What follows belongs to an exercise in optimizing a design on an open flow for small area; a production flow would make more cautious choices.
In this exercise RTL edits were held to simulation tests only and were not proved equivalent to the original.
Power is estimated from default activity; no workload was simulated.

== before ==
==> flow/design.v <==
`timescale 1ns / 1ps
module rs232(TXD_o, clk_i, rst_i, RXD_i);
	output TXD_o;
	input clk_i;
	input rst_i;
	input RXD_i;
	reg [3:0]  rs;
	reg [12:0] rcnt;
	reg [8:0]  sr;
	wire r_idle  = (rs == 4'd10) | (rs == 4'd11);
	wire r_start = (rs == 4'd15);
	wire r_data  = ~rs[3];
	wire r_last  = (rs == 4'd8);
	wire r_stop1 = (rs == 4'd9);
	wire r_hit   = (rcnt == 13'd4951);		 
	wire [3:0] lc = (r_data | r_last) ? rs : 4'd0;	 
	always @(posedge clk_i or posedge rst_i)
		if (rst_i)
			rs <= 4'd11;
		else if (r_idle)
			rs <= RXD_i ? 4'd11 : 4'd15;
		else if (r_stop1)
			rs <= 4'd10;
		else if (r_hit)
			rs <= (r_start & RXD_i) ? 4'd11 : rs + 4'd1;
	always @(posedge clk_i)
		if (r_idle)
			rcnt <= 13'd1449;
		else if (r_hit)
			rcnt <= 13'd0;
		else
			rcnt <= {~rcnt[11:0], rcnt[12] ^ rcnt[11]};
	wire s_carry = (rs == 4'd5) | ((rs == 4'd6) & ~sr[8]) | ((rs == 4'd7) & ~sr[8] & ~sr[7]);
	always @(posedge clk_i)
		if (r_data & r_hit)
			sr <= {RXD_i ^ s_carry, sr[8:1]};
	reg [3:0]  ts;
	reg [12:0] tcnt;
	reg        TXD_o;
	wire t_trig = r_stop1 | (rs == 4'd10);
	wire t_idle = (ts == 4'd9);
	wire t_run  = ~t_idle | t_trig;
	wire t_hit  = (tcnt == 13'd8019);		 
	wire [3:0] t_pos = {1'b0, ts[2:0]} + 4'd1 - lc;	 
	always @(posedge clk_i or posedge rst_i)
		if (rst_i)
			ts <= 4'd9;
		else if (t_idle) begin
			if (t_trig)
				ts <= 4'd15;
		end else if (t_hit)
			ts <= ts + 4'd1;
	always @(posedge clk_i or posedge rst_i)
		if (rst_i)
			tcnt[0] <= 1'b0;
		else if (t_run)
			tcnt[0] <= t_hit | (tcnt[12] ^ tcnt[11]);
	always @(posedge clk_i)
		if (t_run & ~t_hit)
			tcnt[12:1] <= ~tcnt[11:0];
		else
			tcnt[12:1] <= 12'd1365;
	always @(posedge clk_i or posedge rst_i)
		if (rst_i)
			TXD_o <= 1'b1;
		else if (t_hit)
			TXD_o <= ts[3] ? ~ts[0] : (t_pos[3] ? sr[8] : sr[t_pos[2:0]]);
endmodule
Settings: LEC_CHECK=0, CAP_MARGIN=20, CORE_MARGIN=2, CORE_UTILIZATION=40, SLEW_MARGIN=20; clock period 20.0 ns.
run.sh (not shown) runs the stock make flow with config.mk's settings and CLKGATE_MAP_FILE= SYNTH_SCRIPT=/design/flow/synth_recipe.tcl, a recipe that flattens the netlist after the stock synthesis.
--- input diff before..after ---
==> flow/design.v <==
`timescale 1ns / 1ps
module rs232(TXD_o, clk_i, rst_i, RXD_i);
	output TXD_o;
	input clk_i;
	input rst_i;
	input RXD_i;
	reg [3:0]  rs;
	reg [12:0] rcnt;
	reg [8:0]  sr;
	wire r_idle  = (rs == 4'd10) | (rs == 4'd11);
	wire r_start = (rs == 4'd15);
	wire r_data  = ~rs[3];
	wire r_last  = (rs == 4'd8);
	wire r_stop1 = (rs == 4'd9);
	wire r_hit   = (r_start | r_data | r_last) & (rcnt == 13'd6908);
	wire [3:0] lc = (r_data | r_last) ? rs : 4'd0;	 
	always @(posedge clk_i or posedge rst_i)
		if (rst_i)
			rs <= 4'd11;
		else if (r_idle)
			rs <= RXD_i ? 4'd11 : 4'd15;
		else if (r_stop1)
			rs <= 4'd10;
		else if (r_hit)
			rs <= (r_start & RXD_i) ? 4'd11 : rs + 4'd1;
	always @(posedge clk_i)
		if (r_idle)
			rcnt <= 13'd6013;
		else if (r_hit)
			rcnt <= 13'd0;
		else
			rcnt <= {rcnt[11:0], ~(rcnt[12] ^ rcnt[11])};
	wire s_carry = (rs == 4'd5) | ((rs == 4'd6) & ~sr[8]) | ((rs == 4'd7) & ~sr[8] & ~sr[7]);
	always @(posedge clk_i)
		if (r_data & r_hit)
			sr <= {RXD_i ^ s_carry, sr[8:1]};
	reg [3:0]  ts;
	reg [12:0] tcnt;
	reg        TXD_o;
	wire t_trig = r_stop1 | (rs == 4'd10);
	wire t_idle = (ts == 4'd9);
	wire t_run  = ~t_idle | t_trig;
	wire t_hit  = (tcnt == 13'd5625);
	wire [3:0] t_pos = {1'b0, ts[2:0]} + 4'd1 - lc;	 
	always @(posedge clk_i or posedge rst_i)
		if (rst_i)
			ts <= 4'd9;
		else if (t_idle) begin
			if (t_trig)
				ts <= 4'd15;
		end else if (t_hit)
			ts <= ts + 4'd1;
	always @(posedge clk_i or posedge rst_i)
		if (rst_i)
			tcnt[0] <= 1'b0;
		else if (t_run)
			tcnt[0] <= t_hit | ~(tcnt[12] ^ tcnt[11]);
	always @(posedge clk_i)
		if (t_run & ~t_hit)
			tcnt[12:1] <= tcnt[11:0];
		else
			tcnt[12:1] <= 12'd0;
	always @(posedge clk_i or posedge rst_i)
		if (rst_i)
			TXD_o <= 1'b1;
		else if (t_hit)
			TXD_o <= ts[3] ? ~ts[0] : (t_pos[3] ? sr[8] : sr[t_pos[2:0]]);
endmodule
[summary]
- Across before and after, none had a timing, DRC or antenna violation.
- Diff before -> after: met1 usage in global routing comparable, area of the die now larger, combinational group share of total power now smaller, clock tree cell share of total cell area now smaller.
- Comparing fraction of power consumed by the clock network for before and after, the bigger number came from after.
- Taking before as the reference point, the fraction of standard cell area in multi-input logic of after rises by 3.2 points.
- Compared with before, after shows post-synthesis cell area that has gone up by a few percent.

[separate check: timing with driven ports]
The flow's constraints put no driver on any port. The routed layouts listed below were extracted and timed again, unchanged, in two steps. Step 1, drivers: a clkbuf_16 drives clk_i and a buf_2 each remaining input, both assumed. Step 2, shift: input delay + t, output delay - t, t = (earliest + latest rising clock arrival at the registers) / 2. This alone moves slack from input paths to output paths. Three values: ideal ports, drivers, drivers and shift; two values: the first two.
| run | shift t [ns] | setup slack, ns | worst slew at a driven data input, ns | cell pins on the clock port's net |
|---|---|---|---|---|
| before | 0.314 | 14.654 / 14.628 / 14.847 | 0.03 | 1 |
| after | 0.315 | 14.659 / 14.632 / 14.718 | 0.03 | 1 |
After both steps every run listed still meets setup and hold.
